This is an optimization exercise on Yosys and OpenROAD, whose aim is small area, not a production implementation. In this exercise RTL edits were held to simulation tests only and were not proved equivalent to the original. No driver is modelled on the clock port, so clocking that relies on it looks cheaper here than on a real chip. Power and IR drop assume default switching activity.

==> job 7333 <==
// Multi_function_clock_top
module Multi_function_clock_top(
  input clk, reset_p, all_rst,
  input [3:0] btn,
  output [3:0] com,
  output [7:0] seg_7,
  output [7:0] LED_bar,
  output Alarm_LED
);
clock: 10.0 ns
lec_check: 0
cap_margin: 20
core_margin: 2
core_utilization: 70
slew_margin: 20
standard.sh (not shown) runs the stock make flow with config.mk's settings and CLKGATE_MAP_FILE= SYNTH_SCRIPT=/design/flow/synth_recipe.tcl, a recipe that flattens the netlist after the stock synthesis.
==> flow/flow/run.sh <==
#!/bin/bash
# Own layout flow: the standard synthesis, then a stronger ABC pass over the
# combinational logic only (every register cell is kept as is, by name),
# then the standard ORFS steps with smaller port buffers and a clock tree
# without dummy loads. Each tool's output goes to a log file here.
set -euo pipefail
HERE=$(pwd)
R=$HERE/orfs/results/$FLOW_PLATFORM/Multi_function_clock_top/base
LIB=$FLOW_HOME/platforms/sky130hd/lib/sky130_fd_sc_hd__tt_025C_1v80.lib
CTS_OPTS=$(cat flow/cts_args.txt)

bash standard.sh synth > synth.log 2>&1
cp $R/1_2_yosys.v std_1_2_yosys.v

sed -e "s#@LIB@#$LIB#g" -e "s#@IN@#$HERE/std_1_2_yosys.v#g" -e "s#@OUT@#$HERE/reopt_1_2_yosys.v#g" \
    -e "s#@SCRIPT@#$HERE/flow/reopt.abc#g" flow/reopt.ys > reopt_run.ys
yosys -l reopt.log -s reopt_run.ys > /dev/null 2>&1

cp reopt_1_2_yosys.v $R/1_2_yosys.v
rm -f $R/1_synth.odb $R/1_synth.sdc
bash standard.sh finish \
  BUFFER_PORTS_ARGS="-buffer_cell sky130_fd_sc_hd__buf_1" \
  CTS_ARGS="$CTS_OPTS" > flow.log 2>&1
==> flow/flow/cts_args.txt <==
-sink_clustering_enable -repair_clock_nets -dont_use_dummy_load -buf_list sky130_fd_sc_hd__clkbuf_8 -root_buf sky130_fd_sc_hd__clkbuf_8
==> flow/flow/reopt.abc <==
&get -n
&st
&deepsyn -T 60
&dch -f
&nf -R 1000 -p
&put
==> flow/flow/reopt.ys <==
# Re-map the combinational logic of the standard synthesis netlist.
# Register and tie cells are kept (keep_hierarchy), so their instance
# names and cell types stay those of the standard synthesis.
read_liberty -ignore_miss_func @LIB@
read_verilog @IN@
hierarchy -check -top Multi_function_clock_top
setattr -mod -set keep_hierarchy 1 sky130_fd_sc_hd__dfxtp_1 sky130_fd_sc_hd__edfxtp_1 sky130_fd_sc_hd__conb_1
tee -o reopt_stat_before.txt stat -liberty @LIB@
flatten
opt -purge
abc -liberty @LIB@ -dont_use sky130_fd_sc_hd__probe_p_8 -dont_use sky130_fd_sc_hd__probec_p_8 -dont_use sky130_fd_sc_hd__lpflow_bleeder_1 -dont_use sky130_fd_sc_hd__lpflow_clkbufkapwr_1 -dont_use sky130_fd_sc_hd__lpflow_clkbufkapwr_16 -dont_use sky130_fd_sc_hd__lpflow_clkbufkapwr_2 -dont_use sky130_fd_sc_hd__lpflow_clkbufkapwr_4 -dont_use sky130_fd_sc_hd__lpflow_clkbufkapwr_8 -dont_use sky130_fd_sc_hd__lpflow_clkinvkapwr_1 -dont_use sky130_fd_sc_hd__lpflow_clkinvkapwr_16 -dont_use sky130_fd_sc_hd__lpflow_clkinvkapwr_2 -dont_use sky130_fd_sc_hd__lpflow_clkinvkapwr_4 -dont_use sky130_fd_sc_hd__lpflow_clkinvkapwr_8 -dont_use sky130_fd_sc_hd__lpflow_decapkapwr_12 -dont_use sky130_fd_sc_hd__lpflow_decapkapwr_3 -dont_use sky130_fd_sc_hd__lpflow_decapkapwr_4 -dont_use sky130_fd_sc_hd__lpflow_decapkapwr_6 -dont_use sky130_fd_sc_hd__lpflow_decapkapwr_8 -dont_use sky130_fd_sc_hd__lpflow_inputiso0n_1 -dont_use sky130_fd_sc_hd__lpflow_inputiso0p_1 -dont_use sky130_fd_sc_hd__lpflow_inputiso1n_1 -dont_use sky130_fd_sc_hd__lpflow_inputiso1p_1 -dont_use sky130_fd_sc_hd__lpflow_inputisolatch_1 -dont_use sky130_fd_sc_hd__lpflow_isobufsrc_1 -dont_use sky130_fd_sc_hd__lpflow_isobufsrc_16 -dont_use sky130_fd_sc_hd__lpflow_isobufsrc_2 -dont_use sky130_fd_sc_hd__lpflow_isobufsrc_4 -dont_use sky130_fd_sc_hd__lpflow_isobufsrc_8 -dont_use sky130_fd_sc_hd__lpflow_isobufsrckapwr_16 -dont_use sky130_fd_sc_hd__lpflow_lsbuf_lh_hl_isowell_tap_1 -dont_use sky130_fd_sc_hd__lpflow_lsbuf_lh_hl_isowell_tap_2 -dont_use sky130_fd_sc_hd__lpflow_lsbuf_lh_hl_isowell_tap_4 -dont_use sky130_fd_sc_hd__lpflow_lsbuf_lh_isowell_4 -dont_use sky130_fd_sc_hd__lpflow_lsbuf_lh_isowell_tap_1 -dont_use sky130_fd_sc_hd__lpflow_lsbuf_lh_isowell_tap_2 -dont_use sky130_fd_sc_hd__lpflow_lsbuf_lh_isowell_tap_4  -script @SCRIPT@
opt_clean -purge
setundef -zero
splitnets
opt_clean -purge
hilomap -singleton -hicell sky130_fd_sc_hd__conb_1 HI -locell sky130_fd_sc_hd__conb_1 LO
opt_clean -purge
tee -o reopt_stat_after.txt stat -liberty @LIB@
rename -hide w:*$func$*
select Multi_function_clock_top
write_verilog -noattr -nohex -nodec -selected @OUT@
==> job 113 (differences from job 7333) <==
--- a/flow/design.v
+++ b/flow/design.v
@@ -46,10 +46,22 @@
     else s <= {s[10:0], s[11] ^ s[0] ^ s[1] ^ s[7]} ^ ({12{wrap}} & 12'b000000000010);
   end
   assign sec = (s == 12'b000101101010);
   assign min_ph = wrap;
 endmodule
+module mc_minute(
+  input clk, rst,
+  output min
+);
+  reg [17:0] s;
+  wire wrap = (s == 18'b001111001101011011);
+  always @(posedge clk) begin
+    if (rst) s <= 18'b000010110111101110;
+    else s <= {s[16:0], s[17] ^ s[10]} ^ ({18{wrap}} & 18'b000000100000000000);
+  end
+  assign min = wrap;
+endmodule
 module Multi_function_clock_top(
   input clk, reset_p, all_rst,
   input [3:0] btn,
   output [3:0] com,
   output [7:0] seg_7,
@@ -108,18 +120,12 @@
   reg set_mode;
   always @(posedge clk) begin
     if (rst_w) set_mode <= 1'b0;
     else if (w_set) set_mode <= ~set_mode;
   end
-  wire w_sec, w_min_ph;
-  mc_phase w_ph(.clk(clk), .rst(rst_w), .sec(w_sec), .min_ph(w_min_ph));
-  reg [5:0] w_s;
-  always @(posedge clk) begin
-    if (rst_w) w_s <= 6'd0;
-    else if (w_sec) w_s <= (w_s == 6'd59) ? 6'd0 : w_s + 6'd1;
-  end
-  wire clk_min = w_min_ph & (w_s == 6'd0);
+  wire clk_min;
+  mc_minute w_min(.clk(clk), .rst(rst_w), .min(clk_min));
   wire upcount_min = set_mode ? w_incmin : clk_min;
   reg [4:0] h_cnt;
   reg h_cp, h_cur, h_old;
   always @(posedge clk) begin
     if (rst_w) begin
@@ -150,42 +156,42 @@
     if (rst_w) begin
       a_m1 <= 0; a_m10 <= 0; a_h1 <= 0; a_h10 <= 0;
       b_m1 <= 0; b_m10 <= 0; b_h1 <= 0; b_h10 <= 0;
     end else if (!w_set) begin
       if (a_min_inc) begin
-        if (a_m1 == 4'd9) begin
+        if (a_m1[3] & a_m1[0]) begin
           a_m1 <= 0;
-          a_m10 <= (a_m10 == 3'd5) ? 3'd0 : a_m10 + 3'd1;
+          a_m10 <= (a_m10[2] & a_m10[0]) ? 3'd0 : a_m10 + 3'd1;
         end else a_m1 <= a_m1 + 4'd1;
       end
       if (a_hour_inc) begin
-        if (a_h10 == 2'd2) begin
-          if (a_h1 == 4'd3) begin
+        if (a_h10[1]) begin
+          if (a_h1[1] & a_h1[0]) begin
             a_h1 <= 0;
             a_h10 <= 0;
           end else a_h1 <= a_h1 + 4'd1;
         end else begin
-          if (a_h1 == 4'd9) begin
+          if (a_h1[3] & a_h1[0]) begin
             a_h1 <= 0;
             a_h10 <= a_h10 + 2'd1;
           end else a_h1 <= a_h1 + 4'd1;
         end
       end
       if (b_min_inc) begin
-        if (b_m1 == 4'd9) begin
+        if (b_m1[3] & b_m1[0]) begin
           b_m1 <= 0;
-          b_m10 <= (b_m10 == 3'd5) ? 3'd0 : b_m10 + 3'd1;
+          b_m10 <= (b_m10[2] & b_m10[0]) ? 3'd0 : b_m10 + 3'd1;
         end else b_m1 <= b_m1 + 4'd1;
       end
       if (b_hour_inc) begin
-        if (b_h10 == 2'd2) begin
-          if (b_h1 == 4'd3) begin
+        if (b_h10[1]) begin
+          if (b_h1[1] & b_h1[0]) begin
             b_h1 <= 0;
             b_h10 <= 0;
           end else b_h1 <= b_h1 + 4'd1;
         end else begin
-          if (b_h1 == 4'd9) begin
+          if (b_h1[3] & b_h1[0]) begin
             b_h1 <= 0;
             b_h10 <= b_h10 + 2'd1;
           end else b_h1 <= b_h1 + 4'd1;
         end
       end
@@ -215,11 +221,11 @@
   wire s_us3 = (s_us == 2'd3);
   wire s_g = s_run & s_us3;
   reg s_mcp, s_mf, s_sp;
   reg [3:0] s_ms0, s_ms1, s_ms2;
   wire s_msec = s_mf & s_us3;
-  wire s_wrap = s_msec & (s_ms0 == 4'd9) & (s_ms1 == 4'd9) & (s_ms2 == 4'd9);
+  wire s_wrap = s_msec & (s_ms0[3] & s_ms0[0]) & (s_ms1[3] & s_ms1[0]) & (s_ms2[3] & s_ms2[0]);
   wire s_secp = s_sp & s_us3;
   always @(posedge clk) begin
     if (rst_s) begin
       s_mcp <= 1'b0;
       s_mf <= 1'b0;
@@ -230,15 +236,15 @@
       if (s_us3) begin
         s_mf <= s_g & s_mcp;
         s_sp <= s_wrap;
       end
       if (s_msec) begin
-        if (s_ms0 == 4'd9) begin
+        if (s_ms0[3] & s_ms0[0]) begin
           s_ms0 <= 0;
-          if (s_ms1 == 4'd9) begin
+          if (s_ms1[3] & s_ms1[0]) begin
             s_ms1 <= 0;
-            s_ms2 <= (s_ms2 == 4'd9) ? 4'd0 : s_ms2 + 4'd1;
+            s_ms2 <= (s_ms2[3] & s_ms2[0]) ? 4'd0 : s_ms2 + 4'd1;
           end else s_ms1 <= s_ms1 + 4'd1;
         end else s_ms0 <= s_ms0 + 4'd1;
       end
     end
   end
@@ -247,13 +253,13 @@
   always @(posedge clk) begin
     if (rst_s) begin
       s_sec1 <= 0;
       s_sec10 <= 0;
     end else if (s_secp) begin
-      if (s_sec1 == 4'd9) begin
+      if (s_sec1[3] & s_sec1[0]) begin
         s_sec1 <= 0;
-        s_sec10 <= (s_sec10 == 3'd5) ? 3'd0 : s_sec10 + 3'd1;
+        s_sec10 <= (s_sec10[2] & s_sec10[0]) ? 3'd0 : s_sec10 + 3'd1;
       end else s_sec1 <= s_sec1 + 4'd1;
     end
   end
   wire [14:0] s_live = {s_sec10, s_sec1, s_ms2, s_ms1};
   reg [14:0] s_lapv;
@@ -273,19 +279,19 @@
   reg [3:0] us_s1, us_m1, us_m10;
   reg [2:0] us_s10;
   always @(*) begin
     us_s1 = cs_s1; us_s10 = cs_s10; us_m1 = cs_m1; us_m10 = cs_m10;
     if (c_incsec_d) begin
-      if (cs_s1 == 4'd9) begin
+      if (cs_s1[3] & cs_s1[0]) begin
         us_s1 = 0;
-        us_s10 = (cs_s10 == 3'd5) ? 3'd0 : cs_s10 + 3'd1;
+        us_s10 = (cs_s10[2] & cs_s10[0]) ? 3'd0 : cs_s10 + 3'd1;
       end else us_s1 = cs_s1 + 4'd1;
     end
     if (c_incmin_d) begin
-      if (cs_m1 == 4'd9) begin
+      if (cs_m1[3] & cs_m1[0]) begin
         us_m1 = 0;
-        us_m10 = (cs_m10 == 4'd9) ? 4'd0 : cs_m10 + 4'd1;
+        us_m10 = (cs_m10[3] & cs_m10[0]) ? 4'd0 : cs_m10 + 4'd1;
       end else us_m1 = cs_m1 + 4'd1;
     end
   end
   reg [3:0] cd_s1, cd_m1, cd_m10;
   reg [2:0] cd_s10;
==> flow/flow/run.sh (replaced) <==
#!/bin/bash
# Own layout flow: the standard synthesis, then a stronger ABC pass over the
# combinational logic only (every register cell is kept as is, by name),
# then the standard ORFS steps with smaller port buffers and a clock tree
# without dummy loads whose slow leaf buffers are then upsized. Each tool's
# output goes to a log file here.
set -euo pipefail
HERE=$(pwd)
R=$HERE/orfs/results/$FLOW_PLATFORM/Multi_function_clock_top/base
LIB=$FLOW_HOME/platforms/sky130hd/lib/sky130_fd_sc_hd__tt_025C_1v80.lib
CTS_OPTS=$(cat flow/cts_args.txt)
export CLK_UPSIZE_PS=105

bash standard.sh synth > synth.log 2>&1
cp $R/1_2_yosys.v std_1_2_yosys.v

# The ABC pass is run with a few random seeds in parallel; the smallest
# result is kept.
for seed in 0 7 13 29; do
  sed -e "s#@SEED@#$seed#g" flow/reopt.abc > reopt_$seed.abc
  sed -e "s#@LIB@#$LIB#g" -e "s#@IN@#$HERE/std_1_2_yosys.v#g" -e "s#@OUT@#$HERE/reopt_$seed.v#g" \
      -e "s#@SCRIPT@#$HERE/reopt_$seed.abc#g" -e "s#@STAT@#reopt_stat_$seed#g" flow/reopt.ys > reopt_$seed.ys
  yosys -l reopt_$seed.log -s reopt_$seed.ys > /dev/null 2>&1 &
done
wait
best=""
for seed in 0 7 13 29; do
  a=$(awk '/Chip area for top module/ {print $NF}' reopt_stat_${seed}_after.txt 2>/dev/null || true)
  nff=$(grep -c 'dfxtp_1 ' reopt_$seed.v 2>/dev/null || true)
  echo "seed $seed area $a flip-flops $nff (standard: $(grep -c 'dfxtp_1 ' std_1_2_yosys.v))" >> reopt_choice.txt
  if [[ -z "$a" || "$nff" != "$(grep -c 'dfxtp_1 ' std_1_2_yosys.v)" ]]; then continue; fi
  if [[ -z "$best" ]] || awk -v a="$a" -v b="$barea" 'BEGIN {exit !(a < b)}'; then best=$seed; barea=$a; fi
done
echo "chosen seed $best" >> reopt_choice.txt
if [[ -n "$best" ]]; then cp reopt_$best.v reopt_1_2_yosys.v; else cp std_1_2_yosys.v reopt_1_2_yosys.v; fi

cp reopt_1_2_yosys.v $R/1_2_yosys.v
rm -f $R/1_synth.odb $R/1_synth.sdc
bash standard.sh finish \
  BUFFER_PORTS_ARGS="-buffer_cell sky130_fd_sc_hd__buf_1" \
  CTS_ARGS="$CTS_OPTS" \
  POST_CTS_TCL="$HERE/flow/post_cts.tcl" > flow.log 2>&1
==> flow/flow/cts_args.txt (replaced) <==
-sink_clustering_enable -repair_clock_nets -dont_use_dummy_load -buf_list sky130_fd_sc_hd__clkbuf_4 -root_buf sky130_fd_sc_hd__clkbuf_8
==> flow/flow/post_cts.tcl (new file) <==
# Upsize the clock tree's leaf buffers whose flip-flop clock pins would see
# a slow slew (the clock tree is built with small buffers).
estimate_parasitics -placement
set upsized 0
foreach inst [[ord::get_db_block] getInsts] {
  if {[[$inst getMaster] getName] ne "sky130_fd_sc_hd__clkbuf_4"} { continue }
  if {![string match "clkbuf_*" [$inst getName]]} { continue }
  set onet [[$inst findITerm X] getNet]
  set worst 0
  foreach it [$onet getITerms] {
    if {[$it isOutputSignal]} { continue }
    set pin [get_pins -quiet [$it getName]]
    if {$pin eq ""} { continue }
    foreach edge {rise fall} {
      set ps [expr {[sta::time_ui_sta [get_property $pin slew_max_$edge]] * 1e12}]
      if {$ps > $worst} { set worst $ps }
    }
  }
  if {$worst > $::env(CLK_UPSIZE_PS)} {
    replace_cell [$inst getName] sky130_fd_sc_hd__clkbuf_8
    incr upsized
  }
}
puts "post_cts: upsized $upsized clock buffers"
estimate_parasitics -placement
detailed_placement
check_placement -verbose
==> flow/flow/reopt.abc (replaced) <==
&get -n
&st
&deepsyn -T 60 -S @SEED@
&dch -f
&nf -R 1000 -p
&put
==> flow/flow/reopt.ys (replaced) <==
# Re-map the combinational logic of the standard synthesis netlist.
# Register and tie cells are kept (keep_hierarchy), so their instance
# names and cell types stay those of the standard synthesis.
read_liberty -ignore_miss_func @LIB@
read_verilog @IN@
hierarchy -check -top Multi_function_clock_top
setattr -mod -set keep_hierarchy 1 sky130_fd_sc_hd__dfxtp_1 sky130_fd_sc_hd__edfxtp_1 sky130_fd_sc_hd__conb_1
tee -o @STAT@_before.txt stat -liberty @LIB@
flatten
opt -purge
abc -liberty @LIB@ -dont_use sky130_fd_sc_hd__probe_p_8 -dont_use sky130_fd_sc_hd__probec_p_8 -dont_use sky130_fd_sc_hd__lpflow_bleeder_1 -dont_use sky130_fd_sc_hd__lpflow_clkbufkapwr_1 -dont_use sky130_fd_sc_hd__lpflow_clkbufkapwr_16 -dont_use sky130_fd_sc_hd__lpflow_clkbufkapwr_2 -dont_use sky130_fd_sc_hd__lpflow_clkbufkapwr_4 -dont_use sky130_fd_sc_hd__lpflow_clkbufkapwr_8 -dont_use sky130_fd_sc_hd__lpflow_clkinvkapwr_1 -dont_use sky130_fd_sc_hd__lpflow_clkinvkapwr_16 -dont_use sky130_fd_sc_hd__lpflow_clkinvkapwr_2 -dont_use sky130_fd_sc_hd__lpflow_clkinvkapwr_4 -dont_use sky130_fd_sc_hd__lpflow_clkinvkapwr_8 -dont_use sky130_fd_sc_hd__lpflow_decapkapwr_12 -dont_use sky130_fd_sc_hd__lpflow_decapkapwr_3 -dont_use sky130_fd_sc_hd__lpflow_decapkapwr_4 -dont_use sky130_fd_sc_hd__lpflow_decapkapwr_6 -dont_use sky130_fd_sc_hd__lpflow_decapkapwr_8 -dont_use sky130_fd_sc_hd__lpflow_inputiso0n_1 -dont_use sky130_fd_sc_hd__lpflow_inputiso0p_1 -dont_use sky130_fd_sc_hd__lpflow_inputiso1n_1 -dont_use sky130_fd_sc_hd__lpflow_inputiso1p_1 -dont_use sky130_fd_sc_hd__lpflow_inputisolatch_1 -dont_use sky130_fd_sc_hd__lpflow_isobufsrc_1 -dont_use sky130_fd_sc_hd__lpflow_isobufsrc_16 -dont_use sky130_fd_sc_hd__lpflow_isobufsrc_2 -dont_use sky130_fd_sc_hd__lpflow_isobufsrc_4 -dont_use sky130_fd_sc_hd__lpflow_isobufsrc_8 -dont_use sky130_fd_sc_hd__lpflow_isobufsrckapwr_16 -dont_use sky130_fd_sc_hd__lpflow_lsbuf_lh_hl_isowell_tap_1 -dont_use sky130_fd_sc_hd__lpflow_lsbuf_lh_hl_isowell_tap_2 -dont_use sky130_fd_sc_hd__lpflow_lsbuf_lh_hl_isowell_tap_4 -dont_use sky130_fd_sc_hd__lpflow_lsbuf_lh_isowell_4 -dont_use sky130_fd_sc_hd__lpflow_lsbuf_lh_isowell_tap_1 -dont_use sky130_fd_sc_hd__lpflow_lsbuf_lh_isowell_tap_2 -dont_use sky130_fd_sc_hd__lpflow_lsbuf_lh_isowell_tap_4  -script @SCRIPT@
opt_clean -purge
setundef -zero
splitnets
opt_clean -purge
hilomap -singleton -hicell sky130_fd_sc_hd__conb_1 HI -locell sky130_fd_sc_hd__conb_1 LO
opt_clean -purge
tee -o @STAT@_after.txt stat -liberty @LIB@
rename -hide w:*$func$*
select Multi_function_clock_top
write_verilog -noattr -nohex -nodec -selected @OUT@
==> job 7337 (differences from job 7333) <==
==> flow/flow/cts_args.txt (replaced) <==
-sink_clustering_enable -repair_clock_nets -dont_use_dummy_load -buf_list sky130_fd_sc_hd__clkbuf_16 -root_buf sky130_fd_sc_hd__clkbuf_16 -sink_clustering_size 50 -sink_clustering_max_diameter 200
==> qor summary <==
Multi-input gate count: job 7333 549; job 113 500; job 7337 549
Clock network contribution to total cell area: job 7333 3.29%; job 113 2.69%; job 7337 5.83%
Power drawn by the sequential cells: job 7333 699 uW; job 113 719 uW; job 7337 700 uW
Slack of the worst reg-to-reg path: job 7333 6.95 ns; job 113 6.99 ns; job 7337 6.87 ns
Height of the chip: job 7333 101 microns; job 113 99.7 microns; job 7337 101 microns
Met3 Track Usage GR: job 7333 7.25%; job 113 5.76%; job 7337 7.04%
Standard-cell rows: job 7333 35; job 113 34; job 7337 35
Launching instance or port of the critical path: job 7333 mode[1]; job 113 mode[1]; job 7337 fcnt[3]
Net switching share of the total power: job 7333 22.1%; job 113 23.5%; job 7337 21.1%
P_sw: job 7333 242 uW; job 113 256 uW; job 7337 267 uW
Final design utilization: job 7333 77.3%; job 113 77.7%; job 7337 79.4%
Met2 wire length: job 7333 7280 microns; job 113 7120 microns; job 7337 7890 microns
Pwr per Cell Area: job 7333 154 nW/um^2; job 113 159 nW/um^2; job 7337 173 nW/um^2
First-pass GRT wire length: job 7333 25400 microns; job 113 24400 microns; job 7337 26200 microns
Met1 GRT Util: job 7333 41.9%; job 113 41.2%; job 7337 41.6%
DIE AREA: job 7333 10200 sq um; job 113 9940 sq um; job 7337 10200 sq um
Status: job 7333 complete, no violations; job 113 complete, no violations; job 7337 complete, no violations
Final worst setup slack: job 7333 5.02 ns; job 113 4.55 ns; job 7337 4.98 ns
Non-clock inverter total of the final layout: job 7333 8; job 113 11; job 7337 8
Critical-path cell with the highest stage delay: job 7333 sky130_fd_sc_hd__nor2b_1; job 113 sky130_fd_sc_hd__nor2b_1; job 7337 sky130_fd_sc_hd__or4_1
Combined area of all synthesized cells: job 7333 6600 sq um; job 113 6410 sq um; job 7337 6600 sq um
Average size of a mapped cell: job 7333 9.16 sq um; job 113 9.49 sq um; job 7337 9.16 sq um
Maximum net fanout on the critical path: job 7333 10; job 113 13; job 7337 10
Worst Hold Slack: job 7333 0.448 ns; job 113 0.448 ns; job 7337 0.448 ns
Share of cell area taken by flip-flops and latches: job 7333 49.4%; job 113 51.3%; job 7337 48.1%
Share of total power in combinational logic: job 7333 3.7%; job 113 4.5%; job 7337 3.2%
CTS clk-pin slew, worst paths: job 7333 0.09 ns; job 113 0.10 ns; job 7337 0.06 ns

-- static timing again, ports no longer ideal --
No port has a modelled driver above. Below, the same layouts with a new extraction and two added sets of constraints. Step 1 (the two cells are an assumption about what drives the block):
set clk [get_ports {clk}]
set_driving_cell -lib_cell sky130_fd_sc_hd__clkbuf_16 $clk
set_driving_cell -lib_cell sky130_fd_sc_hd__buf_2 [delete_from_list [all_inputs] $clk]
Step 2 times the ports against the registers' clock, not the clock port: input delays grow and output delays shrink by t, the midpoint of the rising clock arrivals with the driver on. Slacks: ideal ports / drivers / drivers and shift; pairs: ideal ports / drivers.
run	t (ns)	setup slack, ns	slew at the worst register clock pin (ns)
job 7333	0.464	5.024 / 4.988 / 5.452	0.09 / 0.09
job 113	0.452	4.550 / 4.515 / 4.966	0.11 / 0.11
job 7337	0.455	4.980 / 4.940 / 5.395	0.06 / 0.06
After both steps every run listed still meets setup and hold.
